From an optimization exercise on the open Yosys and OpenROAD flow, aimed at small area, a short achievable clock period and few clock cycles; shortcuts taken in it are not production practice.
Only simulation tests tie the RTL to the original design; equivalence was not proved.
Power figures rest on the tool's default switching activity, not on a simulated workload.

===== design/flow/run.sh =====
#!/bin/bash
# synth_recipe.tcl (not shown) runs the flow's synth.tcl, then flattens the netlist and writes it again
# the make line also repeats each setting of config.mk as NAME=value (left out here)
make -C /OpenROAD-flow-scripts/flow DESIGN_CONFIG=/design/flow/config.mk WORK_HOME=/design/flow/orfs CLKGATE_MAP_FILE= SYNTH_SCRIPT=/design/flow/synth_recipe.tcl finish

===== design/flow/config.mk =====
export PLATFORM = sky130hd
export DESIGN_NAME = axi_dma_controller
export DESIGN_NICKNAME = axi_dma_controller
export VERILOG_FILES = /design/flow/design.v
export SDC_FILE = /design/flow/constraint.sdc
export NUM_CORES = 4
export LEC_CHECK = 0
export CAP_MARGIN = 20
export CORE_MARGIN = 2
export CORE_UTILIZATION = 40
export SLEW_MARGIN = 20

===== design/flow/constraint.sdc =====
create_clock -name core_clock -period 12.0 [get_ports {clk}]
set_input_delay 2.4000 -clock core_clock [delete_from_list [all_inputs] [get_ports {clk}]]
set_output_delay 2.4000 -clock core_clock [all_outputs]
set_load 0.01 [all_outputs]

===== design/flow/design.v =====
package axi4_pkg;
    localparam LEN_BITS = 8;
    localparam SIZE_BITS = 3;
    localparam BURST_BITS = 2;
    localparam RESP_BITS = 2;
    typedef bit [LEN_BITS-1:0]  len_t;
    typedef bit [SIZE_BITS-1:0] size_t;
    typedef enum logic [BURST_BITS-1:0] {
        FIXED = 0,
        INCR = 1,
        WRAP = 2
    } burst_t;
    typedef enum logic [RESP_BITS-1:0] {
        OKAY   = 0,
        EXOKAY = 1,
        SLVERR = 2,
        DECERR = 3
    } resp_t;
endpackage
module rtl_sdpram # (
    parameter AWIDTH = 16,
    parameter DWIDTH = 64,
    parameter RAM_STYLE = "auto",
    parameter DOUTB_PIPELINE = 1
) (
    input                   clka,
    input                   ena,
    input  [AWIDTH-1:0]     addra,
    input  [DWIDTH-1:0]     dina,
    input                   clkb,
    input                   enb,
    input  [AWIDTH-1:0]     addrb,
    output [DWIDTH-1:0]     doutb
);
    localparam CASCADE_HEIGHT = 5;
    logic [DWIDTH-1:0]  doutb_int;
    logic [DWIDTH-1:0]  doutb_o;
    logic [DWIDTH-1:0]  memory[2**AWIDTH];
    always_ff @(posedge clka) begin
        if (ena)
            memory[addra] <= dina;
    end
    always_ff @(posedge clkb) begin
        if (enb)
            doutb_int <= memory[addrb];
    end
    if (DOUTB_PIPELINE) begin : gen_doutb_pipeline
        always_ff @(posedge clkb) begin
            doutb_o <= doutb_int;
        end    
    end else begin : gen_doutb_nopipeline
        assign doutb_o = doutb_int;
    end
    assign doutb = doutb_o;
endmodule
module generic_sync_fifo # (
    parameter DWIDTH = 64,
    parameter AWIDTH = 10,
    parameter RAM_STYLE = "auto",
    parameter ALMOST_EMPTY_THRESH = 2,
    parameter ALMOST_FULL_THRESH = 2**AWIDTH-2,
    parameter EARLY_READ = 1,
    parameter OUTPUT_PIPELINE = 0
) (
    input  logic                clk,
    input  logic                rst,
    input  logic                wvalid,
    output logic                wready,
    input  logic [DWIDTH-1:0]   wdata,
    output logic                walmost_full,
    output logic                rvalid,
    input  logic                rready,
    output logic [DWIDTH-1:0]   rdata,
    output logic                ralmost_empty,
    output logic [AWIDTH:0]     data_count
);
    if (ALMOST_EMPTY_THRESH <= 0 || ALMOST_EMPTY_THRESH >= 2**AWIDTH) begin
        $error("ALMOST_EMPTY_THRESH is not valid");
    end
    if (ALMOST_FULL_THRESH <= 0 || ALMOST_FULL_THRESH >= 2**AWIDTH) begin
        $error("ALMOST_FULL_THRESH is not valid");
    end
    logic                       mem_wen;
    logic [AWIDTH:0]            mem_waddr;
    logic [AWIDTH:0]            mem_waddr_next;
    logic                       mem_ren;
    logic [AWIDTH:0]            mem_raddr;
    logic [AWIDTH:0]            mem_raddr_next;
    rtl_sdpram # (
        .AWIDTH(AWIDTH),
        .DWIDTH(DWIDTH),
        .RAM_STYLE(RAM_STYLE),
        .DOUTB_PIPELINE(0)
    ) i_ram (
        .clka(clk),
        .ena(mem_wen),
        .addra(mem_waddr[AWIDTH-1:0]),
        .dina(wdata),
        .clkb(clk),
        .enb(EARLY_READ ? 1'b1 : mem_ren),
        .addrb(EARLY_READ ? mem_raddr_next[AWIDTH-1:0] : mem_raddr[AWIDTH-1:0]),
        .doutb(rdata)
    );
    logic                       wfull;
    assign                      wready = !wfull;
    assign                      mem_wen = wvalid && wready;
    assign                      mem_waddr_next = mem_wen ? mem_waddr + 1'b1 : mem_waddr;
    logic                       rempty;
if (EARLY_READ) begin
    assign                      rvalid = !rempty;
    assign                      mem_ren = rvalid && rready;
end else begin
    always_ff @(posedge clk or posedge rst) begin
        if (rst) begin
            rvalid <= 0;
        end else begin
            if (mem_ren) begin
                rvalid <= 1;
            end else if (rready) begin
                rvalid <= 0;
            end
        end
    end
    assign                      mem_ren = !rempty && !(rvalid && !rready);
end
    assign                      mem_raddr_next = mem_ren ? mem_raddr + 1'b1 : mem_raddr;
    assign                      data_count = mem_waddr - mem_raddr;
    always_ff @(posedge clk or posedge rst) begin
        if (rst) begin
            wfull <= 1;
            walmost_full <= 1;
        end else begin
            wfull <= {~mem_waddr_next[AWIDTH], mem_waddr_next[AWIDTH-1:0]} == mem_raddr;
            walmost_full <= data_count >= ALMOST_FULL_THRESH;  
        end
    end
    always_ff @(posedge clk or posedge rst) begin
        if (rst) begin
            rempty <= 1;
            ralmost_empty <= 1;
        end else begin
            rempty <= mem_waddr == mem_raddr_next;
            ralmost_empty <= data_count < ALMOST_EMPTY_THRESH;
        end
    end
    always_ff @(posedge clk or posedge rst) begin
        if (rst) begin
            mem_waddr <= '0;
            mem_raddr <= '0;
        end else begin
            if (mem_wen) begin
                mem_waddr <= mem_waddr + 1'b1;
            end
            if (mem_ren) begin
                mem_raddr <= mem_raddr + 1'b1;
            end
        end
    end
endmodule
module dmac_addr_gen # (
    parameter int ADDR_WD = 32,
    parameter int MAX_BURST_LEN = 16  
) (
    input [ADDR_WD-1:0]             req_addr,
    input [ADDR_WD-1:0]             req_length,
    input [axi4_pkg::SIZE_BITS-1:0] req_size,
    output [ADDR_WD-1:0]            next_addr,
    output [ADDR_WD-1:0]            next_length,
    output [axi4_pkg::LEN_BITS-1:0] burst_len,
    output                          req_last
);
    wire [ADDR_WD-1:0] aligned_len_bytes = (1 << ($clog2(MAX_BURST_LEN) + req_size)) - (req_addr & ((1 << ($clog2(MAX_BURST_LEN) + req_size)) - 1));
    wire [ADDR_WD-1:0] burst_len_bytes = aligned_len_bytes > req_length ? req_length : aligned_len_bytes;
    wire [ADDR_WD-1:0] aligned_req_addr = req_addr & ~((1 << req_size) - 1);
    wire [ADDR_WD-1:0] burst_len_trans = (req_addr + burst_len_bytes + ((1 << req_size) - 1) - aligned_req_addr) >> req_size;
    assign next_addr = req_addr + aligned_len_bytes;
    assign next_length = req_length - burst_len_bytes;
    assign req_last = next_length == 0;
    assign burst_len = burst_len_trans - 1;
endmodule
module dmac_read_req_gen # (
    parameter int ADDR_WD = 32,
    parameter int DATA_WD = 32,
    parameter int CHANNEL_COUNT = 8,  
    parameter int MAX_BURST_LEN = 16,  
    localparam int STRB_WD = DATA_WD / 8
) (
    input                               clk,
    input                               rst,
    input                               cmd_valid,
    output logic                        cmd_ready,
    input [ADDR_WD-1:0]                 cmd_src_addr,
    input [ADDR_WD-1:0]                 cmd_dst_addr,
    input [1:0]                         cmd_burst,
    input [ADDR_WD-1:0]                 cmd_len,
    input [2:0]                         cmd_size,
    output logic                        rd_req_valid,
    input                               rd_req_ready,
    output [ADDR_WD-1:0]                rd_req_addr,
    output [axi4_pkg::BURST_BITS-1:0]   rd_req_burst,
    output [axi4_pkg::LEN_BITS-1:0]     rd_req_len,
    output [axi4_pkg::SIZE_BITS-1:0]    rd_req_size,
    output                              cmd_out_valid,
    input                               cmd_out_ready,
    output [$clog2(ADDR_WD/8)-1:0]      cmd_out_src_offset,
    output [ADDR_WD-1:0]                cmd_out_dst_addr,
    output [1:0]                        cmd_out_burst,
    output [ADDR_WD-1:0]                cmd_out_len,
    output [2:0]                        cmd_out_size
);
    logic cmd_blocking;
    logic cmd_out_blocking;
    logic rd_req_fired;
    logic cmd_out_fired;
    logic [ADDR_WD-1:0] next_addr;
    logic [ADDR_WD-1:0] next_length;
    logic [axi4_pkg::LEN_BITS-1:0] burst_len;
    logic               req_last;
    logic [ADDR_WD-1:0]                 rd_req_addr_reg;
    logic [ADDR_WD-1:0]                 rd_req_length_reg;
    logic [axi4_pkg::BURST_BITS-1:0]    rd_req_burst_reg;
    logic [axi4_pkg::SIZE_BITS-1:0]     rd_req_size_reg;
    logic                               rd_req_last;
    logic                               rd_req_last_reg;
    dmac_addr_gen # (
        .ADDR_WD(ADDR_WD),
        .MAX_BURST_LEN(MAX_BURST_LEN)  
    ) i_addr_gen (
        .req_addr(rd_req_addr_reg),
        .req_length(rd_req_length_reg),
        .req_size(rd_req_size_reg),
        .next_addr,
        .next_length,
        .burst_len,
        .req_last
    );
    assign cmd_ready = (!rd_req_valid || (rd_req_ready && rd_req_last)) && 
        (( cmd_out_ready) || cmd_out_fired);
    always_ff @(posedge clk or posedge rst) begin
        if (rst) begin
            cmd_blocking <= 0;
        end else begin
            if (cmd_valid && !cmd_ready) begin
                cmd_blocking <= 1;
            end else if (cmd_ready) begin
                cmd_blocking <= 0;
            end
        end
    end
    always_ff @(posedge clk or posedge rst) begin
        if (rst) begin
            cmd_out_blocking <= 0;
        end else begin
            if (cmd_out_valid && !cmd_out_ready) begin
                cmd_out_blocking <= 1;
            end else if (cmd_out_ready) begin
                cmd_out_blocking <= 0;
            end
        end
    end
    always_ff @(posedge clk or posedge rst) begin
        if (rst) begin
            rd_req_fired <= 0;
        end else begin
            if (cmd_valid && cmd_ready) begin
                rd_req_fired <= 0;
            end else if (rd_req_valid && rd_req_ready) begin
                rd_req_fired <= 1;
            end
        end
    end
    always_ff @(posedge clk or posedge rst) begin
        if (rst) begin
            rd_req_addr_reg <= '0;
            rd_req_length_reg <= '0;
            rd_req_burst_reg <= '0;
            rd_req_size_reg <= '0;
            rd_req_last_reg <= 0;
        end else begin
            if (cmd_valid && cmd_ready || cmd_valid && !rd_req_valid && !rd_req_last ) begin
                rd_req_addr_reg   <= cmd_src_addr;
                rd_req_length_reg <= cmd_len;
                rd_req_burst_reg  <= cmd_burst;
                rd_req_size_reg   <= cmd_size;
                rd_req_last_reg       <= req_last;
            end else if (rd_req_valid && rd_req_ready) begin  
                rd_req_addr_reg   <= next_addr;
                rd_req_length_reg <= next_length;
                rd_req_last_reg       <= req_last;
            end
        end
    end
    assign rd_req_last = req_last;
    always_ff @(posedge clk or posedge rst) begin
        if (rst) begin
            rd_req_valid <= 0;
        end else begin
            if (cmd_valid && cmd_ready || cmd_valid && !rd_req_valid && !rd_req_last ) begin
                rd_req_valid <= 1;
            end else if (rd_req_valid  && rd_req_ready && rd_req_last) begin
                rd_req_valid <= 0;
            end
        end
    end
    assign rd_req_addr  = rd_req_addr_reg;
    assign rd_req_burst = rd_req_burst_reg;
    assign rd_req_len   = burst_len;
    assign rd_req_size  = rd_req_size_reg;
    always_ff @(posedge clk or posedge rst) begin
        if (rst) begin
            cmd_out_fired <= 0;
        end else begin
            if (cmd_valid && cmd_ready)
                cmd_out_fired <= 0;
            else if (cmd_out_valid && cmd_out_ready)
                cmd_out_fired <= 1;
        end
    end
    assign cmd_out_valid = cmd_valid && !cmd_out_fired;
    assign cmd_out_src_offset = cmd_src_addr[$clog2(ADDR_WD/8)-1:0];
    assign cmd_out_dst_addr = cmd_dst_addr;
    assign cmd_out_burst = cmd_burst;
    assign cmd_out_len = cmd_len;
    assign cmd_out_size = cmd_size;
endmodule
module dmac_read_initiator # (
    parameter integer ADDR_WD = 32,
    parameter integer DATA_WD = 32,
    parameter int CHANNEL_COUNT = 8,  
    parameter int MAX_BURST_LEN = 16,  
    localparam integer STRB_WD = DATA_WD / 8
) (
    input                               clk,
    input                               rst,
    input                               rd_req_valid,
    output                              rd_req_ready,
    input [ADDR_WD-1:0]                 rd_req_addr,
    input [axi4_pkg::BURST_BITS-1:0]    rd_req_burst,
    input [axi4_pkg::LEN_BITS-1:0]      rd_req_len,
    input [axi4_pkg::SIZE_BITS-1:0]     rd_req_size,
    output logic                        m_axi_arvalid,
    input                               m_axi_arready,
    output logic [ADDR_WD-1:0]          m_axi_araddr,
    output logic [7:0]                  m_axi_arlen,
    output logic [2:0]                  m_axi_arsize,
    output logic [1:0]                  m_axi_arburst
);
    assign m_axi_arvalid = rd_req_valid;
    assign rd_req_ready  = m_axi_arready;
    assign m_axi_araddr  = rd_req_addr;
    assign m_axi_arlen   = rd_req_len;
    assign m_axi_arsize  = rd_req_size;
    assign m_axi_arburst = rd_req_burst;
endmodule
module dmac_read_handler # (
    parameter int ADDR_WD = 32,
    parameter int DATA_WD = 32,
    parameter int CHANNEL_COUNT = 8,  
    parameter int MAX_BURST_LEN = 16,  
    localparam int STRB_WD = DATA_WD / 8
) (
    input                               clk,
    input                               rst,
    output                              data_out_valid,
    input                               data_out_ready,
    output [DATA_WD-1:0]                data_out,
    output                              data_out_last,
    output                              rd_resp_valid,
    input wire                          m_axi_rvalid,
    output wire                         m_axi_rready,
    input wire [DATA_WD-1:0]            m_axi_rdata,
    input wire [1:0]                    m_axi_rresp,
    input wire                          m_axi_rlast
);
    assign data_out_valid = m_axi_rvalid;
    assign m_axi_rready = data_out_ready;
    assign data_out_last = m_axi_rlast;
    assign data_out = m_axi_rdata;
    assign rd_resp_valid = m_axi_rvalid && m_axi_rready && m_axi_rlast;
endmodule
module dmac_read # (
    parameter int ADDR_WD = 32,
    parameter int DATA_WD = 32,
    parameter int CHANNEL_COUNT = 8,  
    parameter int MAX_BURST_LEN = 16,  
    localparam int STRB_WD = DATA_WD / 8
) (
    input                               clk,
    input                               rst,
    input                               cmd_valid,
    output logic                        cmd_ready,
    input [ADDR_WD-1:0]                 cmd_src_addr,
    input [ADDR_WD-1:0]                 cmd_dst_addr,
    input [1:0]                         cmd_burst,
    input [ADDR_WD-1:0]                 cmd_len,
    input [2:0]                         cmd_size,
    output                              cmd_out_valid,
    input                               cmd_out_ready,
    output [$clog2(ADDR_WD/8)-1:0]      cmd_out_src_offset,
    output [ADDR_WD-1:0]                cmd_out_dst_addr,
    output [1:0]                        cmd_out_burst,
    output [ADDR_WD-1:0]                cmd_out_len,
    output [2:0]                        cmd_out_size,
    output                              data_out_valid,
    input                               data_out_ready,
    output [DATA_WD-1:0]                data_out,
    output                              data_out_last,
    output wire                         m_axi_arvalid,
    output wire [ADDR_WD-1:0]           m_axi_araddr,
    output wire [7:0]                   m_axi_arlen,
    output wire [2:0]                   m_axi_arsize,
    output wire [1:0]                   m_axi_arburst,
    input wire                          m_axi_arready,
    input wire                          m_axi_rvalid,
    input wire [DATA_WD-1:0]            m_axi_rdata,
    input wire [1:0]                    m_axi_rresp,
    input wire                          m_axi_rlast,
    output wire                         m_axi_rready
);
    logic                               rd_req_valid;
    logic                               rd_req_ready;
    logic [ADDR_WD-1:0]                 rd_req_addr;
    logic [axi4_pkg::BURST_BITS-1:0]    rd_req_burst;
    logic [axi4_pkg::LEN_BITS-1:0]      rd_req_len;
    logic [axi4_pkg::SIZE_BITS-1:0]     rd_req_size;
    dmac_read_req_gen # (
        .ADDR_WD(ADDR_WD),
        .DATA_WD(DATA_WD),
        .CHANNEL_COUNT(CHANNEL_COUNT),  
        .MAX_BURST_LEN(MAX_BURST_LEN)  
    ) i_req_gen (
        .clk,
        .rst,
        .cmd_valid,
        .cmd_ready,
        .cmd_src_addr,
        .cmd_dst_addr,
        .cmd_burst,
        .cmd_len,
        .cmd_size,
        .rd_req_valid,
        .rd_req_ready,
        .rd_req_addr,
        .rd_req_burst,
        .rd_req_len,
        .rd_req_size,
        .cmd_out_valid,
        .cmd_out_ready,
        .cmd_out_src_offset,
        .cmd_out_dst_addr,
        .cmd_out_burst,
        .cmd_out_len,
        .cmd_out_size
    );
    dmac_read_initiator # (
        .ADDR_WD(ADDR_WD),
        .DATA_WD(DATA_WD),
        .CHANNEL_COUNT(CHANNEL_COUNT),  
        .MAX_BURST_LEN(MAX_BURST_LEN)  
    ) i_initiator (
        .clk,
        .rst,
        .rd_req_valid,
        .rd_req_ready,
        .rd_req_addr,
        .rd_req_burst,
        .rd_req_len,
        .rd_req_size,
        .m_axi_arvalid,
        .m_axi_araddr,
        .m_axi_arlen,
        .m_axi_arsize,
        .m_axi_arburst,
        .m_axi_arready
    );
    dmac_read_handler # (
        .ADDR_WD(ADDR_WD),
        .DATA_WD(DATA_WD),
        .CHANNEL_COUNT(CHANNEL_COUNT),  
        .MAX_BURST_LEN(MAX_BURST_LEN)  
    ) i_handler (
        .clk,
        .rst,
        .data_out_valid,
        .data_out_ready,
        .data_out,
        .data_out_last,
        .rd_resp_valid(),
        .m_axi_rvalid,
        .m_axi_rdata,
        .m_axi_rresp,
        .m_axi_rlast,
        .m_axi_rready
    );
endmodule
module dmac_buffer # (
    parameter int ADDR_WD = 32,
    parameter int DATA_WD = 32,
    parameter int CHANNEL_COUNT = 8,  
    parameter int MAX_BURST_LEN = 16  
) (
    input clk,
    input rst,
    input                           cmd_in_valid,
    output logic                    cmd_in_ready,
    input [$clog2(ADDR_WD/8)-1:0]   cmd_in_src_offset,
    input [ADDR_WD-1:0]             cmd_in_dst_addr,
    input [1:0]                     cmd_in_burst,
    input [ADDR_WD-1:0]             cmd_in_len,
    input [2:0]                     cmd_in_size,
    input                           data_in_valid,
    output                          data_in_ready,
    input [DATA_WD-1:0]             data_in,
    input                           data_in_last,
    output                          cmd_out_valid,
    input                           cmd_out_ready,
    output [$clog2(ADDR_WD/8)-1:0]  cmd_out_src_offset,
    output [ADDR_WD-1:0]            cmd_out_dst_addr,
    output [1:0]                    cmd_out_burst,
    output [ADDR_WD-1:0]            cmd_out_len,
    output [2:0]                    cmd_out_size,
    output                          data_out_valid,
    input                           data_out_ready,
    output [DATA_WD-1:0]            data_out,
    output                          data_out_last
);
    localparam int CMD_WIDTH = $clog2(ADDR_WD/8) + ADDR_WD + 2 + ADDR_WD + 3;
    wire [CMD_WIDTH-1:0] cmd_in = {cmd_in_src_offset, cmd_in_dst_addr, cmd_in_burst, cmd_in_len, cmd_in_size};
    wire [CMD_WIDTH-1:0] cmd_out;
    assign {cmd_out_src_offset, cmd_out_dst_addr, cmd_out_burst, cmd_out_len, cmd_out_size} = cmd_out;
    generic_sync_fifo # (
        .DWIDTH(CMD_WIDTH),
        .AWIDTH(3)
    ) i_cmd_buf (
        .clk,
        .rst,
        .wvalid(cmd_in_valid),
        .wready(cmd_in_ready),
        .wdata (cmd_in),
        .walmost_full(),
        .rvalid(cmd_out_valid),
        .rready(cmd_out_ready),
        .rdata (cmd_out),
        .ralmost_empty(),
        .data_count()
    );
    generic_sync_fifo # (
        .DWIDTH(DATA_WD + 1),
        .AWIDTH($clog2(MAX_BURST_LEN) + 1)
    ) i_data_buf (
        .clk,
        .rst,
        .wvalid(data_in_valid),
        .wready(data_in_ready),
        .wdata ({data_in, data_in_last}),
        .walmost_full(),
        .rvalid(data_out_valid),
        .rready(data_out_ready),
        .rdata ({data_out, data_out_last}),
        .ralmost_empty(),
        .data_count()
    );
endmodule
module dmac_write_req_gen # (
    parameter int ADDR_WD = 32,
    parameter int DATA_WD = 32,
    parameter int CHANNEL_COUNT = 8,  
    parameter int MAX_BURST_LEN = 16,  
    localparam int STRB_WD = DATA_WD / 8
) (
    input                           clk,
    input                           rst,
    input                           cmd_in_valid,
    output logic                    cmd_in_ready,
    input [$clog2(ADDR_WD/8)-1:0]   cmd_in_src_offset,
    input [ADDR_WD-1:0]             cmd_in_dst_addr,
    input [1:0]                     cmd_in_burst,
    input [ADDR_WD-1:0]             cmd_in_len,
    input [2:0]                     cmd_in_size,
    output logic                        wr_req_valid,
    input                               wr_req_ready,
    output [ADDR_WD-1:0]                wr_req_addr,
    output [axi4_pkg::BURST_BITS-1:0]   wr_req_burst,
    output [axi4_pkg::LEN_BITS-1:0]     wr_req_len,
    output [$clog2(ADDR_WD/8)-1:0]      wr_req_data_offset,  
    output [axi4_pkg::SIZE_BITS-1:0]    wr_req_size,
    output                              wr_req_last
);
    logic cmd_blocking;
    logic wr_req_fired;
    logic cmd_out_fired;
    logic [ADDR_WD-1:0] next_addr;
    logic [ADDR_WD-1:0] next_length;
    logic [axi4_pkg::LEN_BITS-1:0] burst_len;
    logic               req_last;
    logic [ADDR_WD-1:0]                 wr_req_addr_reg;
    logic [ADDR_WD-1:0]                 wr_req_length_reg;
    logic [axi4_pkg::BURST_BITS-1:0]    wr_req_burst_reg;
    logic [$clog2(ADDR_WD/8)-1:0]       wr_req_data_offset_reg;
    logic [axi4_pkg::SIZE_BITS-1:0]     wr_req_size_reg;
    dmac_addr_gen # (
        .ADDR_WD(ADDR_WD),
        .MAX_BURST_LEN(MAX_BURST_LEN)  
    ) i_addr_gen (
        .req_addr(wr_req_addr_reg),
        .req_length(wr_req_length_reg),
        .req_size(wr_req_size_reg),
        .next_addr,
        .next_length,
        .burst_len,
        .req_last
    );
    assign cmd_in_ready = (wr_req_ready && wr_req_last) || !wr_req_valid;
    always_ff @(posedge clk or posedge rst) begin
        if (rst) begin
            cmd_blocking <= 0;
        end else begin
            if (cmd_in_valid && !cmd_in_ready) begin
                cmd_blocking <= 1;
            end else if (cmd_in_ready) begin
                cmd_blocking <= 0;
            end
        end
    end
    always_ff @(posedge clk or posedge rst) begin
        if (rst) begin
            wr_req_fired <= 0;
        end else begin
            if (cmd_in_valid && cmd_in_ready) begin
                wr_req_fired <= 0;
            end else if (wr_req_valid && wr_req_ready) begin
                wr_req_fired <= 1;
            end
        end
    end
    always_ff @(posedge clk or posedge rst) begin
        if (rst) begin
            wr_req_addr_reg <= '0;
            wr_req_length_reg <= '0;
            wr_req_burst_reg <= '0;
            wr_req_data_offset_reg <= '0;
            wr_req_size_reg <= '0;
        end else begin
            if (cmd_in_valid && cmd_in_ready || cmd_in_valid && !wr_req_valid ) begin
                wr_req_addr_reg   <= cmd_in_dst_addr;
                wr_req_length_reg <= cmd_in_len;
                wr_req_burst_reg  <= cmd_in_burst;
                wr_req_data_offset_reg <= cmd_in_src_offset;
                wr_req_size_reg   <= cmd_in_size;
            end else if (wr_req_valid && wr_req_ready) begin  
                wr_req_addr_reg   <= next_addr;
                wr_req_length_reg <= next_length;
            end
        end
    end
    assign wr_req_last = req_last;
    always_ff @(posedge clk or posedge rst) begin
        if (rst) begin
            wr_req_valid <= 0;
        end else begin
            if (cmd_in_valid)
                wr_req_valid <= 1;
            else if (wr_req_valid  && wr_req_ready && wr_req_last)
                wr_req_valid <= 0;
        end
    end
    assign wr_req_addr  = wr_req_addr_reg;
    assign wr_req_burst = wr_req_burst_reg;
    assign wr_req_len   = burst_len;
    assign wr_req_data_offset = wr_req_data_offset_reg;
    assign wr_req_size  = wr_req_size_reg;
endmodule
module dmac_write_initiator # (
    parameter int ADDR_WD = 32,
    parameter int DATA_WD = 32,
    parameter int CHANNEL_COUNT = 8,  
    parameter int MAX_BURST_LEN = 16,  
    localparam int STRB_WD = DATA_WD / 8
) (
    input                               clk,
    input                               rst,
    input                               wr_req_valid,
    output                              wr_req_ready,
    input [ADDR_WD-1:0]                 wr_req_addr,
    input [axi4_pkg::BURST_BITS-1:0]    wr_req_burst,
    input [axi4_pkg::LEN_BITS-1:0]      wr_req_len,
    input [$clog2(ADDR_WD/8)-1:0]       wr_req_data_offset,  
    input [axi4_pkg::SIZE_BITS-1:0]     wr_req_size,
    input                               wr_req_last,  
    input                               data_in_valid,
    output logic                        data_in_ready,
    input  [DATA_WD-1:0]                data_in,
    input                               data_in_last,
    output logic                m_axi_awvalid,
    input wire                  m_axi_awready,
    output logic [ADDR_WD-1:0]  m_axi_awaddr,
    output logic [7:0]          m_axi_awlen,
    output logic [2:0]          m_axi_awsize,
    output logic [1:0]          m_axi_awburst,
    output logic                m_axi_wvalid,
    input wire                  m_axi_wready,
    output logic [DATA_WD-1:0]  m_axi_wdata,
    output logic [STRB_WD-1:0]  m_axi_wstrb,
    output logic                m_axi_wlast
);
    localparam MAX_BURST_BYTES = MAX_BURST_LEN * (ADDR_WD / 8);
    logic wr_req_blocking;
    wire  aw_active = m_axi_awvalid;
    logic wr_active;
    always_ff @(posedge clk or posedge rst) begin
        if (rst) begin
            wr_req_blocking <= 0;
        end else begin
            if (wr_req_valid && !wr_req_ready) begin
                wr_req_blocking <= 1;
            end else if (wr_req_ready) begin
                wr_req_blocking <= 0;
            end
        end
    end
    always_ff @(posedge clk or posedge rst) begin
        if(rst) begin
            wr_active <= 0;
        end else begin
            if (wr_req_valid && wr_req_ready) begin
                wr_active <= 1;
            end else if (m_axi_wvalid && m_axi_wready && m_axi_wlast) begin
                wr_active <= 0;
            end
        end
    end
    assign wr_req_ready = !(aw_active && !m_axi_awready) && !(wr_active && !(m_axi_wvalid && m_axi_wready && m_axi_wlast));
    logic               data_in_q_valid;
    logic [DATA_WD-1:0] data_in_q;
    logic [$clog2(ADDR_WD/8):0] data_shift_bytes;
    logic [$clog2(ADDR_WD/8):0] data_shift_bytes_reg;
    wire  wr_delay = wr_req_data_offset > wr_req_addr[$clog2(ADDR_WD/8)-1:0];  
    logic wr_delay_reg;
    wire  wr_delay_all = !wr_req_blocking ? wr_delay : wr_delay_reg;
    logic wr_delay_done;
    assign data_shift_bytes[$clog2(ADDR_WD/8)]     = data_shift_bytes[$clog2(ADDR_WD/8)-1:0] == 0;
    assign data_shift_bytes[$clog2(ADDR_WD/8)-1:0] = wr_req_data_offset - wr_req_addr[$clog2(ADDR_WD/8)-1:0];
    always_ff @(posedge clk or posedge rst) begin
        if(rst) begin
            data_in_q_valid <= 0;
            data_in_q <= '0;
        end else begin
            if (data_in_valid && data_in_ready) begin
                data_in_q_valid <= 1;
            end else if (m_axi_wvalid && m_axi_wready) begin
                data_in_q_valid <= data_in_valid;
            end
            if (data_in_valid && data_in_ready) begin
                data_in_q <= data_in;
            end
        end
    end
    always_ff @(posedge clk or posedge rst) begin
        if (rst) begin
            data_shift_bytes_reg <= '0;
        end else begin
            if (wr_req_valid && !wr_req_blocking) begin
                data_shift_bytes_reg <= data_shift_bytes;
            end
        end
    end
    always_ff @(posedge clk or posedge rst) begin
        if (rst) begin
            wr_delay_reg <= 0;
        end else begin
            if (wr_req_valid && !wr_req_blocking) begin
                wr_delay_reg <= wr_delay;
            end
        end
    end
    always_comb begin
        data_in_ready =   m_axi_wready;
        if (!wr_active || m_axi_wvalid && m_axi_wlast && (m_axi_awvalid && !m_axi_awready)) begin
            data_in_ready = 0;
        end
        if (wr_req_valid && wr_req_ready)
            data_in_ready = 1;
    end
    always_ff @(posedge clk or posedge rst) begin
        if(rst) begin
            m_axi_awvalid <= 0;
            m_axi_awlen <= '0;
            m_axi_awaddr <= '0;
            m_axi_awsize <= '0;
            m_axi_awburst <= '0;
        end else begin
            if (wr_req_valid && wr_req_ready) begin
                m_axi_awvalid <= 1;
                m_axi_awaddr  <= wr_req_addr;
                m_axi_awlen   <= wr_req_len;
                m_axi_awsize  <= wr_req_size;
                m_axi_awburst <= wr_req_burst;
            end else if (m_axi_awready) begin
                m_axi_awvalid <= 0;
            end
        end
    end
    logic [$clog2(MAX_BURST_BYTES)-1:0] wr_counter;
    always_ff @(posedge clk or posedge rst) begin
        if(rst) begin
            wr_counter <= '0;
        end else begin
            if (wr_req_valid && wr_req_ready) begin
                wr_counter <= wr_req_len;
            end else if (m_axi_wvalid && m_axi_wready && !m_axi_wlast) begin
                wr_counter <= wr_counter - 1;
            end
        end
    end
    logic wr_waiting_data;  
    always_ff @(posedge clk or posedge rst) begin
        if (rst) begin
            wr_waiting_data <= 0;
        end else begin
            if (wr_req_valid && wr_req_ready || wr_waiting_data) begin
                wr_waiting_data <= !(data_in_valid && data_in_ready && (wr_delay_all ? data_in_q_valid : 1));
            end
        end
    end
    always_ff @(posedge clk or posedge rst) begin
        if (rst) begin
            m_axi_wvalid <= 0;
        end else begin
            if (wr_req_valid && wr_req_ready || wr_waiting_data) begin
                m_axi_wvalid <= data_in_valid && data_in_ready && (wr_delay_all ? data_in_q_valid : 1);
            end else if (m_axi_wvalid && m_axi_wready && m_axi_wlast) begin
                m_axi_wvalid <= 0;
            end else if (wr_active) begin
                m_axi_wvalid <= (m_axi_wvalid && !m_axi_wready) || (data_in_valid && data_in_ready);
            end
        end
    end
    always_ff @(posedge clk or posedge rst) begin
        if (rst) begin
            m_axi_wstrb <= '0;
        end else begin
            m_axi_wstrb <= '1;
        end
    end
    always_ff @(posedge clk or posedge rst) begin
        if (rst) begin
            m_axi_wlast <= 0;
        end else begin
            if (wr_req_valid && wr_req_ready) begin
                m_axi_wlast <= wr_req_len == 0;
            end else if (m_axi_wvalid && m_axi_wready) begin
                m_axi_wlast <= wr_counter == 1;
            end
        end
    end
    always_ff @(posedge clk) begin
        if (data_in_valid && data_in_ready) begin
            m_axi_wdata <= {data_in, data_in_q} >> ({3'b0, data_shift_bytes_reg} << 3);
        end
    end
endmodule
module dmac_write_handler # (
    parameter int ADDR_WD = 32,
    parameter int DATA_WD = 32,
    parameter int CHANNEL_COUNT = 8,  
    parameter int MAX_BURST_LEN = 16,  
    localparam int STRB_WD = DATA_WD / 8
) (
    input                       clk,
    input                       rst,
    input wire                  m_axi_bvalid,
    input wire [1:0]            m_axi_bresp,
    output wire                 m_axi_bready
);
  assign m_axi_bready = 1;
endmodule
module dmac_write # (
    parameter int ADDR_WD = 32,
    parameter int DATA_WD = 32,
    parameter int CHANNEL_COUNT = 8,  
    parameter int MAX_BURST_LEN = 16,  
    localparam int STRB_WD = DATA_WD / 8
) (
    input                           clk,
    input                           rst,
    input                           cmd_in_valid,
    output logic                    cmd_in_ready,
    input [$clog2(ADDR_WD/8)-1:0]   cmd_in_src_offset,
    input [ADDR_WD-1:0]             cmd_in_dst_addr,
    input [1:0]                     cmd_in_burst,
    input [ADDR_WD-1:0]             cmd_in_len,
    input [2:0]                     cmd_in_size,
    input                           data_in_valid,
    output                          data_in_ready,
    input  [DATA_WD-1:0]            data_in,
    input                           data_in_last,
    output wire                 m_axi_awvalid,
    output wire [ADDR_WD-1:0]   m_axi_awaddr,
    output wire [7:0]           m_axi_awlen,
    output wire [2:0]           m_axi_awsize,
    output wire [1:0]           m_axi_awburst,
    input wire                  m_axi_awready,
    output wire                 m_axi_wvalid,
    output wire [DATA_WD-1:0]   m_axi_wdata,
    output wire [STRB_WD-1:0]   m_axi_wstrb,
    output wire                 m_axi_wlast,
    input wire                  m_axi_wready,
    input wire                  m_axi_bvalid,
    input wire [1:0]            m_axi_bresp,
    output wire                 m_axi_bready
);
    logic                               wr_req_valid;
    logic                               wr_req_ready;
    logic [ADDR_WD-1:0]                 wr_req_addr;
    logic [axi4_pkg::BURST_BITS-1:0]    wr_req_burst;
    logic [axi4_pkg::LEN_BITS-1:0]      wr_req_len;
    logic [$clog2(ADDR_WD/8)-1:0]       wr_req_data_offset;
    logic [axi4_pkg::SIZE_BITS-1:0]     wr_req_size;
    logic                               wr_req_last;
    dmac_write_req_gen # (
        .ADDR_WD(ADDR_WD),
        .DATA_WD(DATA_WD),
        .CHANNEL_COUNT(CHANNEL_COUNT),  
        .MAX_BURST_LEN(MAX_BURST_LEN)  
    ) i_req_gen (
        .clk,
        .rst,
        .cmd_in_valid,
        .cmd_in_ready,
        .cmd_in_src_offset,
        .cmd_in_dst_addr,
        .cmd_in_burst,
        .cmd_in_len,
        .cmd_in_size,
        .wr_req_valid,
        .wr_req_ready,
        .wr_req_addr,
        .wr_req_burst,
        .wr_req_len,
        .wr_req_data_offset,
        .wr_req_size,
        .wr_req_last
    );
    dmac_write_initiator # (
        .ADDR_WD(32),
        .DATA_WD(32),
        .CHANNEL_COUNT(8),  
        .MAX_BURST_LEN(16)  
    ) i_initiator (
        .clk,
        .rst,
        .wr_req_valid,
        .wr_req_ready,
        .wr_req_addr,
        .wr_req_burst,
        .wr_req_len,
        .wr_req_data_offset,
        .wr_req_size,
        .wr_req_last,
        .data_in_valid,
        .data_in_ready,
        .data_in,
        .data_in_last,
        .m_axi_awvalid,
        .m_axi_awaddr,
        .m_axi_awlen,
        .m_axi_awsize,
        .m_axi_awburst,
        .m_axi_awready,
        .m_axi_wvalid,
        .m_axi_wdata,
        .m_axi_wstrb,
        .m_axi_wlast,
        .m_axi_wready
    );
    dmac_write_handler # (
        .ADDR_WD(32),
        .DATA_WD(32),
        .CHANNEL_COUNT(8),  
        .MAX_BURST_LEN(16)  
    ) i_handler (
        .clk,
        .rst,
        .m_axi_bvalid,
        .m_axi_bresp,
        .m_axi_bready
    );
endmodule
module axi_dma_controller #(
    parameter int ADDR_WD = 32,
    parameter int DATA_WD = 32,
    parameter int CHANNEL_COUNT = 8,  
    parameter int MAX_BURST_LEN = 16,  
    localparam int STRB_WD = DATA_WD / 8
) (
    input wire                    clk,
    input wire                    rst,
    input wire                    cmd_valid,
    input wire [ADDR_WD-1:0]      cmd_src_addr,
    input wire [ADDR_WD-1:0]      cmd_dst_addr,
    input wire [1:0]              cmd_burst,
    input wire [ADDR_WD-1:0]      cmd_len,
    input wire [2:0]              cmd_size,
    output wire                   cmd_ready,
    output wire                   M_AXI_ARVALID,
    output wire [ADDR_WD-1:0]     M_AXI_ARADDR,
    output wire [7:0]             M_AXI_ARLEN,
    output wire [2:0]             M_AXI_ARSIZE,
    output wire [1:0]             M_AXI_ARBURST,
    input wire                    M_AXI_ARREADY,
    input wire                    M_AXI_RVALID,
    input wire [DATA_WD-1:0]      M_AXI_RDATA,
    input wire [1:0]              M_AXI_RRESP,
    input wire                    M_AXI_RLAST,
    output wire                   M_AXI_RREADY,
    output wire                   M_AXI_AWVALID,
    output wire [ADDR_WD-1:0]     M_AXI_AWADDR,
    output wire [7:0]             M_AXI_AWLEN,
    output wire [2:0]             M_AXI_AWSIZE,
    output wire [1:0]             M_AXI_AWBURST,
    input wire                    M_AXI_AWREADY,
    output wire                   M_AXI_WVALID,
    output wire [DATA_WD-1:0]     M_AXI_WDATA,
    output wire [STRB_WD-1:0]     M_AXI_WSTRB,
    output wire                   M_AXI_WLAST,
    input wire                    M_AXI_WREADY,
    input wire                    M_AXI_BVALID,
    input wire [1:0]              M_AXI_BRESP,
    output wire                   M_AXI_BREADY
);
    logic                           buf_cmd_in_valid;
    logic                           buf_cmd_in_ready;
    logic [$clog2(ADDR_WD/8)-1:0]   buf_cmd_in_src_offset;
    logic [ADDR_WD-1:0]             buf_cmd_in_dst_addr;
    logic [1:0]                     buf_cmd_in_burst;
    logic [ADDR_WD-1:0]             buf_cmd_in_len;
    logic [2:0]                     buf_cmd_in_size;
    logic                           buf_cmd_out_valid;
    logic                           buf_cmd_out_ready;
    logic [$clog2(ADDR_WD/8)-1:0]   buf_cmd_out_src_offset;
    logic [ADDR_WD-1:0]             buf_cmd_out_dst_addr;
    logic [1:0]                     buf_cmd_out_burst;
    logic [ADDR_WD-1:0]             buf_cmd_out_len;
    logic [2:0]                     buf_cmd_out_size;
    logic                           buf_data_in_valid;
    logic                           buf_data_in_ready;
    logic [DATA_WD-1:0]             buf_data_in;
    logic                           buf_data_in_last;
    logic                           buf_data_out_valid;
    logic                           buf_data_out_ready;
    logic [DATA_WD-1:0]             buf_data_out;
    logic                           buf_data_out_last;
    dmac_read # (
        .ADDR_WD(ADDR_WD),
        .DATA_WD(DATA_WD),
        .CHANNEL_COUNT(CHANNEL_COUNT),  
        .MAX_BURST_LEN(MAX_BURST_LEN)  
    ) i_rd (
        .clk,
        .rst,
        .cmd_valid,
        .cmd_ready,
        .cmd_src_addr,
        .cmd_dst_addr,
        .cmd_burst,
        .cmd_len,
        .cmd_size,
        .cmd_out_valid(buf_cmd_in_valid),
        .cmd_out_ready(buf_cmd_in_ready),
        .cmd_out_src_offset(buf_cmd_in_src_offset),
        .cmd_out_dst_addr(buf_cmd_in_dst_addr),
        .cmd_out_burst(buf_cmd_in_burst),
        .cmd_out_len(buf_cmd_in_len),
        .cmd_out_size(buf_cmd_in_size),
        .data_out_valid(buf_data_in_valid),
        .data_out_ready(buf_data_in_ready),
        .data_out(buf_data_in),
        .data_out_last(buf_data_in_last),
        .m_axi_arvalid(M_AXI_ARVALID),
        .m_axi_araddr(M_AXI_ARADDR),
        .m_axi_arlen(M_AXI_ARLEN),
        .m_axi_arsize(M_AXI_ARSIZE),
        .m_axi_arburst(M_AXI_ARBURST),
        .m_axi_arready(M_AXI_ARREADY),
        .m_axi_rvalid(M_AXI_RVALID),
        .m_axi_rdata(M_AXI_RDATA),
        .m_axi_rresp(M_AXI_RRESP),
        .m_axi_rlast(M_AXI_RLAST),
        .m_axi_rready(M_AXI_RREADY)
    );
    dmac_buffer # (
        .ADDR_WD(ADDR_WD),
        .DATA_WD(DATA_WD),
        .CHANNEL_COUNT(CHANNEL_COUNT)
    ) i_buf(
        .clk,
        .rst,
        .cmd_in_valid(buf_cmd_in_valid),
        .cmd_in_ready(buf_cmd_in_ready),
        .cmd_in_src_offset(buf_cmd_in_src_offset),
        .cmd_in_dst_addr(buf_cmd_in_dst_addr),
        .cmd_in_burst(buf_cmd_in_burst),
        .cmd_in_len(buf_cmd_in_len),
        .cmd_in_size(buf_cmd_in_size),
        .data_in_valid(buf_data_in_valid),
        .data_in_ready(buf_data_in_ready),
        .data_in(buf_data_in),
        .data_in_last(buf_data_in_last),
        .cmd_out_valid(buf_cmd_out_valid),
        .cmd_out_ready(buf_cmd_out_ready),
        .cmd_out_src_offset(buf_cmd_out_src_offset),
        .cmd_out_dst_addr(buf_cmd_out_dst_addr),
        .cmd_out_burst(buf_cmd_out_burst),
        .cmd_out_len(buf_cmd_out_len),
        .cmd_out_size(buf_cmd_out_size),
        .data_out_valid(buf_data_out_valid),
        .data_out_ready(buf_data_out_ready),
        .data_out(buf_data_out),
        .data_out_last(buf_data_out_last)
    );
    dmac_write # (
        .ADDR_WD(ADDR_WD),
        .DATA_WD(DATA_WD),
        .CHANNEL_COUNT(CHANNEL_COUNT),  
        .MAX_BURST_LEN(MAX_BURST_LEN)  
    ) i_wr (
        .clk,
        .rst,
        .cmd_in_valid(buf_cmd_out_valid),
        .cmd_in_ready(buf_cmd_out_ready),
        .cmd_in_src_offset(buf_cmd_out_src_offset),
        .cmd_in_dst_addr(buf_cmd_out_dst_addr),
        .cmd_in_burst(buf_cmd_out_burst),
        .cmd_in_len(buf_cmd_out_len),
        .cmd_in_size(buf_cmd_out_size),
        .data_in_valid(buf_data_out_valid),
        .data_in_ready(buf_data_out_ready),
        .data_in(buf_data_out),
        .data_in_last(buf_data_out_last),
        .m_axi_awvalid(M_AXI_AWVALID),
        .m_axi_awaddr(M_AXI_AWADDR),
        .m_axi_awlen(M_AXI_AWLEN),
        .m_axi_awsize(M_AXI_AWSIZE),
        .m_axi_awburst(M_AXI_AWBURST),
        .m_axi_awready(M_AXI_AWREADY),
        .m_axi_wvalid(M_AXI_WVALID),
        .m_axi_wdata(M_AXI_WDATA),
        .m_axi_wstrb(M_AXI_WSTRB),
        .m_axi_wlast(M_AXI_WLAST),
        .m_axi_wready(M_AXI_WREADY),
        .m_axi_bvalid(M_AXI_BVALID),
        .m_axi_bresp(M_AXI_BRESP),
        .m_axi_bready(M_AXI_BREADY)
    );
    if (ADDR_WD % 8 != 0) $error("ADDR_WD is not multiple of 8");
    if (DATA_WD % 8 != 0) $error("DATA_WD is not multiple of 8");
    if (2 ** $clog2(ADDR_WD / 8) != ADDR_WD / 8) $error("ADDR_WD is not power of 2");
    if (2 ** $clog2(DATA_WD / 8) != DATA_WD / 8) $error("DATA_WD is not power of 2");
    if (2 ** $clog2(MAX_BURST_LEN) != MAX_BURST_LEN) $error("MAX_BURST_LEN is not power of 2");
    if (MAX_BURST_LEN <= 0 || MAX_BURST_LEN > 256)   $error("MAX_BURST_LEN is invalid");
endmodule

==> run summary <==
* Endpoints failing setup: 0
* Total global routing overflow: 0
- Pin placement for this block handled 279 I/O pins.
* Syn Inst Count: 6355
- The detailed router finished its first iteration with 6449 violations.
* Category of the critical setup timing path: flip-flop to primary output
- Entering global routing, the biggest net connects 105 pins.
- Yosys synthesis warning count: 7
- DP Wirelength: ~160 mm
* Share of synthesized cell area in full adder, half adder and majority cells: 3.94%
- Worst Tran Pin Value: 1.10 ns
- In the finished design, the share of the clock period the worst path needs comes to 96.2%.
- The H-tree generated during clock tree synthesis spans 4 levels.
* CTS Buf Count: ~210
- Result of the run: timing/DRC/antenna clean
* Fill cells: ~20k
- The die covers around 240000 um2.
- The final hold violation count is 0.
- In this run the mean area of a mapped cell was 14.7 um2.
* Clock period minus worst slack: 11.54 ns
- After synthesis the cells add up to 93200 um2.
- The worst setup path is captured at a primary output.
- For this run, the register share of the synthesized area comes to 61.6%.
- Initial Util: 40.2%
- The library cell used most frequently in the layout, excluding fill and tap cells, is edfxtp_1.
- In this run, flip-flops and latches consume 27.6% of the power.
* Worst slew margin relative to its limit: around a quarter
- Area fraction in compound gates after synthesis: 10.3%
- Share of power burned in combinational logic: 53.2%
- For this run, the slowest stage of the critical path takes 0.41 ns.
- After synthesis, the share of cell area in mux cells is 13.8%.
- Fraction of layout cells with a size suffix above 1: roughly a fifth
- DRC errors left: 0
* Req. time, crit path: 9.60 ns
- Hold repair after CTS inserted 0 buffers.
- The longest clock path from root to sink contains 3 buffers.
- Master of the slowest instance on the critical path: or3_1
- Largest register by flop count: i_buf.i_data_buf.i_ram.memory
* Number of global-route vias before repair: approximately 58k
* Highest fanout seen on the critical path: 9
- Counting flops with an async set or reset pin after synthesis yields a share of roughly an eighth.
- Proportion of total power due to net switching: ~40%
- Area of all placed cells without fillers: 108000 um2
* Fraction of synthesized cell area in xor and xnor cells: about 1.8%
- Dominant combinational cell family by area after synthesis: multiplexers
- Final wirelength: about 260 mm
- Clock root buffer: clkbuf_16
* Floorplan row count: 177
- First-pass DRT Iterations: 8
* Antenna violations before repair: 26
- Prevailing post-synth register cell: edfxtp_1
- The total area inside the core boundary comes to 232000 um2.
* Die H: 487 um
- Summing all placed instances gives a cell area of around 100000 um2.
* TritonCTS clock tree: done
- Ratio of total power to cell area: 305 nW/um2
* Weighted congestion at the end of routability-driven global placement: between 0.8 and 0.9
* Width of the die: 487 um
* Most frequent cells in the layout: edfxtp_1, nand2_1, mux4_2, mux2_2, nor2_1
* Clock latency at the later pin of the worst-skew pair: 0.88 ns
- Synthesis instantiated between 100 and 150 different standard cells from the library.
- Internal power of the cells: 19.7 mW
* Flip-flop count of the largest register after layout: 1024
- Counting flops with a built-in enable in the synthesized netlist gives 1624.
- Achievable Freq: 86.7 MHz
* Total net switching power: between 10 and 15 mW
- Simple-gate portion of the synthesized area: 5.94%
* Part of the total power dissipated in the clock network: between 10% and 20%
- The clock arrives with 0.0769 ns of skew.
* Port Buf Inserts: about 270
* Hold Crit Class: flip-flop to flip-flop
* Largest registers: i_buf.i_data_buf.i_ram.memory x1024, i_buf.i_cmd_buf.i_ram.memory x568, i_buf.i_cmd_buf.i_ram.doutb_int x71
- In this run the remaining antenna-violating nets after routing total 0.
- Synthesis inferred 1989 register bits.
* Critical path launch point type: flip-flop
- Clock transition at the registers of the reported paths: ~0.06 ns
- Number of slew-limit violations in the final report: 0
- The worst-case IR drop observed on VDD is 1.03 mV.
* First-pass GRT wire length: approximately 380 mm
- CP arrival: 9.14 ns
- Synth-to-Final Area Change: 15.8%
* Number of nets in the final layout: slightly above 7k
* Total via count in the routed design: 58.2k
* Clock tree sinks: just under 2k
- Via density per instance: 5.85
* Maximum capacitance violations: 0
- Setup slack on the worst reg-to-reg path comes out at 0.71 ns.
* Cell type with the highest occurrence count on the critical path: a21o_1
- Summing internal, switching and leakage power gives 32.9 mW.
- Detailed-route wire length per cell: 26.2 um
- Static leakage power: 38.5 nW
- Total global-route track usage: a little over a fifth
metrics by stage:
stage	util [%]	std cells	hold WS [ns]	worst slack, ns	setup TNS (ns)
global placement	43.4	9550	0.448	0.161	0
detailed placement	43.4	9550	0.440	0.215	0
global route	46.5	9954	0.474	-0.0532	-0.107
CTS	46.3	9935	0.456	-0.160	-0.160
floorplan	-	6386	0.398	0.591	0
finish	46.5	9957	0.450	0.461	0
power groups by stage:
stage	Sequential [mW]	Clock, mW	Combinational, mW
floorplan	8.98	0	12.0
global placement	9.19	0	16.9
detailed placement	9.22	0	17.0
CTS	9.08	6.44	17.2
global route	9.18	6.72	19.2
finish	9.08	6.32	17.5
logic make-up (layout without fill, tap and decap cells):
| kind of cell | after synthesis | after routing |
|---|---|---|
| compound gates | 1272 | 1272 |
| simple gates | 1216 | 1216 |
| xor+xnor | 184 | 184 |
| other cells | 2 | 41 |
| buf+inv | 597 | 1117 |
| mux | 818 | 818 |
| fa+ha+maj | 277 | 277 |
| flops | 1989 | 1989 |
critical path, delay by kind of cell (launching register included):
family / cells / cell delay (ns)
AO/OA/AOI/OAI: 23 / 4.11
AND/OR/NAND/NOR: 13 / 1.93
buffers and inverters: 7 / 0.92
adder cells (fa/ha/maj): 3 / 0.69
flip-flops: 1 / 0.38
multiplexers: 1 / 0.23
per-layer routing:
layer	vias up	GRT usage, %	share of wire (%)
met3	313	3.39	7.0
li1	25900	-	-
met5	-	0	0.031
met1	29900	31.8	45
met2	2104	33.3	46
met4	14	5.69	2.4
area by class of cell:
| type | count | area (um2) | area share [%] |
|---|---|---|---|
| well taps | 3043 | 3810 | 3.53 |
| clock buffers | 271 | 5560 | 5.16 |
| diodes | 8 | 20.0 | 0.0186 |
| clock inverters | 113 | 1140 | 1.06 |
| multi-input cells | 3800 | 34300 | 31.8 |
| flip-flops and latches | 1989 | 57400 | 53.2 |
| inverters | 223 | 850 | 0.787 |
| repair buffers | 510 | 4830 | 4.48 |
worst paths after layout:
| check | startpoint | endpoint | cells after the start |
|---|---|---|---|
| min reg2reg | i_buf.i_cmd_buf.i_ram.doutb_int[69]$_DFF_P_ | i_wr.i_req_gen.wr_req_data_offset_reg[0]$_DFFE_PP0P_ | 2 |
| max | i_rd.i_req_gen.rd_req_addr_reg[0]$_DFFE_PP0P_ | cmd_ready | 47 |
| min in group asynchronous | rst | i_wr.i_initiator.data_in_q[12]$_DFFE_PP0P_ | 2 |
| max in group asynchronous | rst | i_wr.i_req_gen.wr_req_addr_reg[6]$_DFFE_PP0P_ | 3 |
| max reg2reg | i_wr.i_req_gen.wr_req_size_reg[2]$_DFFE_PP0P_ | i_buf.i_cmd_buf.i_ram.doutb_int[55]$_DFF_P_ | 46 |
| min | i_buf.i_cmd_buf.i_ram.doutb_int[69]$_DFF_P_ | i_wr.i_req_gen.wr_req_data_offset_reg[0]$_DFFE_PP0P_ | 2 |
cell usage after synthesis, drive strengths merged, types with 12 or more instances:
cell type,n,area share (%)
a211oi,37,0.30
a21o,54,0.44
a21oi,273,1.5
a221oi,81,1.2
a222oi,210,2.3
a22o,71,0.67
a31o,13,0.13
a31oi,40,0.28
and2,24,0.16
and3,33,0.22
buf,130,0.70
clkbuf,244,0.98
dfrtp,258,6.9
dfxtp,103,2.2
edfxtp,1624,52
fa,28,0.60
ha,248,3.3
inv,220,0.89
mux2,294,3.6
mux2i,180,1.9
mux4,344,8.3
nand2,507,2.0
nand2b,42,0.28
nand3,62,0.33
nand3b,12,0.097
nand4,31,0.21
nor2,303,1.2
nor2b,37,0.25
nor3,80,0.44
nor4,19,0.16
o211ai,25,0.21
o21a,30,0.24
o21ai,243,1.3
o21bai,36,0.29
o31ai,15,0.14
or2,14,0.094
or3,25,0.18
xnor2,110,1.0
xor2,70,0.67
what timing repair did:
| item | 4_1_cts | 5_1_grt |
|---|---|---|
| gates cloned | 0 | 2 |
| gates resized for setup | 26 | 74 |
| setup endpoints to repair | 8 | 82 |
| pin swaps | 3 | 22 |
| buffers inserted | 1 | 12 |
| endpoints found under the hold margin | 0 | 0 |
Testbench counts, summed over its fixed seeds: cycles 24,944.

## port drivers added, routing unchanged
The flow's constraints put no driver on any port. The routed layout listed below was extracted and timed again, unchanged, in two steps. Step 1 sets driving cells, clkbuf_16 on the clock port and buf_2 on the other inputs (assumed; they add their load-dependent delay and slew). Step 2, shift: input delay + t, output delay - t, t = (earliest + latest rising clock arrival at the registers) / 2. This alone moves slack from input paths to output paths. Slacks: no drivers / after step 1 / after step 2; pairs: no drivers / after step 1.
t, ns: 0.923
slack for setup (ns): 0.461 / 0.373 / 0.707
hold WS [ns]: 0.450 / 0.450 / 0.450
worst setup path after step 2: register to register
pins driven straight from the clock port: 1
After both steps setup and hold are still met in this run. For this run, drivers alone change the setup slack by -0.088 ns; drivers and shift together by +0.246 ns.
